Source: an optimization exercise on an open RTL-to-GDS flow (aim: small area, a short achievable clock period and few clock cycles per item). Production flows keep margins and buffers that such runs may drop. The RTL was checked by simulation tests, not by an equivalence proof against the original design. Power and IR drop assume default switching activity.

// eyeriss_conv
module eyeriss_conv (
	input clk,
	input reset,
	input [15:0] act_in,
	input [15:0] filt_in,
	input load_en_wght,
	input load_en_act,
	input start,
	output [47:0] pe_out,
	output logic compute_done,
	output logic load_done
);
For scale: ~3600 cells after synthesis, about 1100 flip-flops, roughly 87 I/O pins, ~0.044 mm2 of cells after synthesis.
==> flow/config.mk <==
export PLATFORM = sky130hd
export DESIGN_NAME = eyeriss_conv
export DESIGN_NICKNAME = eyeriss_conv
export VERILOG_FILES = /design/flow/design.v
export SDC_FILE = /design/flow/constraint.sdc
export NUM_CORES = 4
export LEC_CHECK = 0
export ABC_CLOCK_PERIOD_IN_PS = 3000
export CAP_MARGIN = 20
export CORE_MARGIN = 2
export CORE_UTILIZATION = 70
export CTS_CLUSTER_DIAMETER = 60
export CTS_CLUSTER_SIZE = 24
export SLEW_MARGIN = 20
==> flow/constraint.sdc <==
create_clock -name core_clock -period 10.0 [get_ports {clk}]
set_input_delay 2.0000 -clock core_clock [delete_from_list [all_inputs] [get_ports {clk}]]
set_output_delay 2.0000 -clock core_clock [all_outputs]
set_load 0.01 [all_outputs]
standard.sh (not shown) runs the stock make flow with config.mk's settings and CLKGATE_MAP_FILE= SYNTH_SCRIPT=/design/flow/synth_recipe.tcl, a recipe that flattens the netlist after the stock synthesis.
==> flow/flow/run.sh <==
#!/bin/bash
# The standard ORFS flow with two changes to how the layout is made (the clock
# period and constraints are unchanged):
#  - repair_timing aims for the setup margin in flow/margin.txt;
#  - ports are buffered with buf_4 instead of the default buffer cell.
set -euo pipefail
MARGIN=$(cat flow/margin.txt)
bash standard.sh SETUP_SLACK_MARGIN=$MARGIN "BUFFER_PORTS_ARGS=-buffer_cell sky130_fd_sc_hd__buf_4" finish > standard.log 2>&1
==> flow/flow/margin.txt <==
6.8
The baseline finished with timing, DRC and antenna clean.
Testbench counts at the start, summed over its fixed seeds: cycles 7,730, rows 576.
Next try:
--- a/flow/config.mk
+++ b/flow/config.mk
@@ -9,6 +9,6 @@
 export CAP_MARGIN = 20
 export CORE_MARGIN = 2
-export CORE_UTILIZATION = 70
+export CORE_UTILIZATION = 65
 export CTS_CLUSTER_DIAMETER = 60
-export CTS_CLUSTER_SIZE = 24
+export CTS_CLUSTER_SIZE = 30
 export SLEW_MARGIN = 20
Effect:
- The new run went through all stages and came out clean
- die area goes up by 7.6%
- power stays flat
- clock-buffer cell count goes down by 15
- setup slack improved by 0.012 ns
Next try:
==> flow/flow/margin.txt (replaced) <==
7.0
--- a/flow/config.mk
+++ b/flow/config.mk
@@ -11,4 +11,4 @@
 export CORE_UTILIZATION = 65
 export CTS_CLUSTER_DIAMETER = 60
-export CTS_CLUSTER_SIZE = 30
+export CTS_CLUSTER_SIZE = 24
 export SLEW_MARGIN = 20
Core utilization increases by 1.1 points.
First-iteration DRC count came out lower slightly.
Cell area grows slightly.
Worst setup slack gets worse by 0.0059 ns.
Routed wire length came out higher slightly.
Register-to-register slack improves by 0.13 ns.
Maximum frequency is about the same.
Worst hold slack degrades by 0.011 ns.
Clock power decreases by a few percent.
Next try:
==> flow/flow/margin.txt (replaced) <==
6.8
Design area fell slightly.
Synthesized cell count stays the same.
Non-clock buffer count went down by 30.
Area after synthesis does not change.
Wire length barely changes.
Sequential power stays flat.
Total power climbs slightly.
Via count drops slightly.
Setup slack is worse by 0.017 ns.
Next try:
--- a/flow/config.mk
+++ b/flow/config.mk
@@ -6,4 +6,5 @@
 export NUM_CORES = 4
 export LEC_CHECK = 0
+export ABC_AREA = 1
 export ABC_CLOCK_PERIOD_IN_PS = 3000
 export CAP_MARGIN = 20
After rerunning: The changed run finished clean. Critical path depth stays the same. Final cell count rose by 14%. Hold slack is about the same. Global-route usage came out higher by 0.33 points. Clock skew rose by 0.0071 ns. Total power is lower by 2.2%. Setup slack hardly moves. Maximum frequency is about the same. Clock power stays flat.

eyeriss_conv, a different RTL version from the one above (not shown whole).
Size: about 3900 cells after synthesis, ~1100 flip-flops, ~44000 um^2 of cells after synthesis.
// eyeriss_conv
module eyeriss_conv (
	input clk,
	input reset,
	input [15:0] act_in,
	input [15:0] filt_in,
	input load_en_wght,
	input load_en_act,
	input start,
	output [47:0] pe_out,
	output logic compute_done,
	output logic load_done
);
export LEC_CHECK = 0
export ABC_CLOCK_PERIOD_IN_PS = 3000
export CAP_MARGIN = 20
export CORE_MARGIN = 2
export CORE_UTILIZATION = 75
export SLEW_MARGIN = 20
create_clock -name core_clock -period 10.0 [get_ports {clk}]
==> flow/flow/margin.txt <==
6.8
Scripts as last shown in full above: flow/flow/run.sh
Testbench counts at the start, summed over its fixed seeds: cycles 7,730, rows 576.
Next try:
--- a/flow/config.mk
+++ b/flow/config.mk
@@ -9,4 +9,4 @@
 export CAP_MARGIN = 20
 export CORE_MARGIN = 2
-export CORE_UTILIZATION = 75
+export CORE_UTILIZATION = 65
 export SLEW_MARGIN = 20
The changed run completed without violations.
Core utilization is lower by 11 points.
Clock-buffer cell count climbs by 10.
Global-route usage came out lower by 12 points.
Sequential power went down by about 2%.
Final cell count rises by 2.2%.
Die area goes up by 15%.
Cell area rose by 0.59%.
Critical path depth goes up by 3.
Next try:
--- a/flow/config.mk
+++ b/flow/config.mk
@@ -10,3 +10,5 @@
 export CORE_MARGIN = 2
 export CORE_UTILIZATION = 65
+export CTS_CLUSTER_DIAMETER = 80
+export CTS_CLUSTER_SIZE = 30
 export SLEW_MARGIN = 20
Effect: The new run went through all stages and came out clean. Die area is unchanged. Sequential power hardly moves. Synthesized cell count stays the same. Power falls by 11%. First-iteration DRC count rises by 0.52%. Cell count falls by 2.2%.

-- separate check: timing with driven ports --
In the flow no input, the clock included, has a driving cell. The finished layouts below were timed again as built, in two steps. Step 1 assumes that a clkbuf_16 drives the clock port and a buf_2 every other input. Step 2 moves the port delays by t, midway between the first and last clock arrival at a register: inputs arrive t later, outputs are due t later. That takes back most of the time a late clock gives input paths. Three values: ideal ports, drivers, drivers and shift; two values: the first two.
| run | t, ns | slack for setup (ns) | worst slew at a driven data input, ns | pins driven straight from the clock port |
|---|---|---|---|---|
| the first run of note 1 | 0.732 | 6.808 / 6.742 / 6.161 | 0.05 | 1 |
| the second run of note 1 | 0.728 | 6.820 / 6.756 / 6.158 | 0.07 | 1 |
| the third run of note 1 | 0.740 | 6.814 / 6.744 / 6.358 | 0.05 | 1 |
| the fourth run of note 1 | 0.708 | 6.797 / 6.731 / 6.230 | 0.07 | 1 |
| the fifth run of note 1 | 0.714 | 6.800 / 6.733 / 6.214 | 0.05 | 1 |
| the first run of note 2 | 0.757 | 6.634 / 6.634 / 6.054 | 0.06 | 1 |
| the second run of note 2 | 0.754 | 6.751 / 6.746 / 6.142 | 0.06 | 1 |
| the third run of note 2 | 0.716 | 6.793 / 6.753 / 6.131 | 0.06 | 1 |
After both steps setup and hold are still met in every run listed.
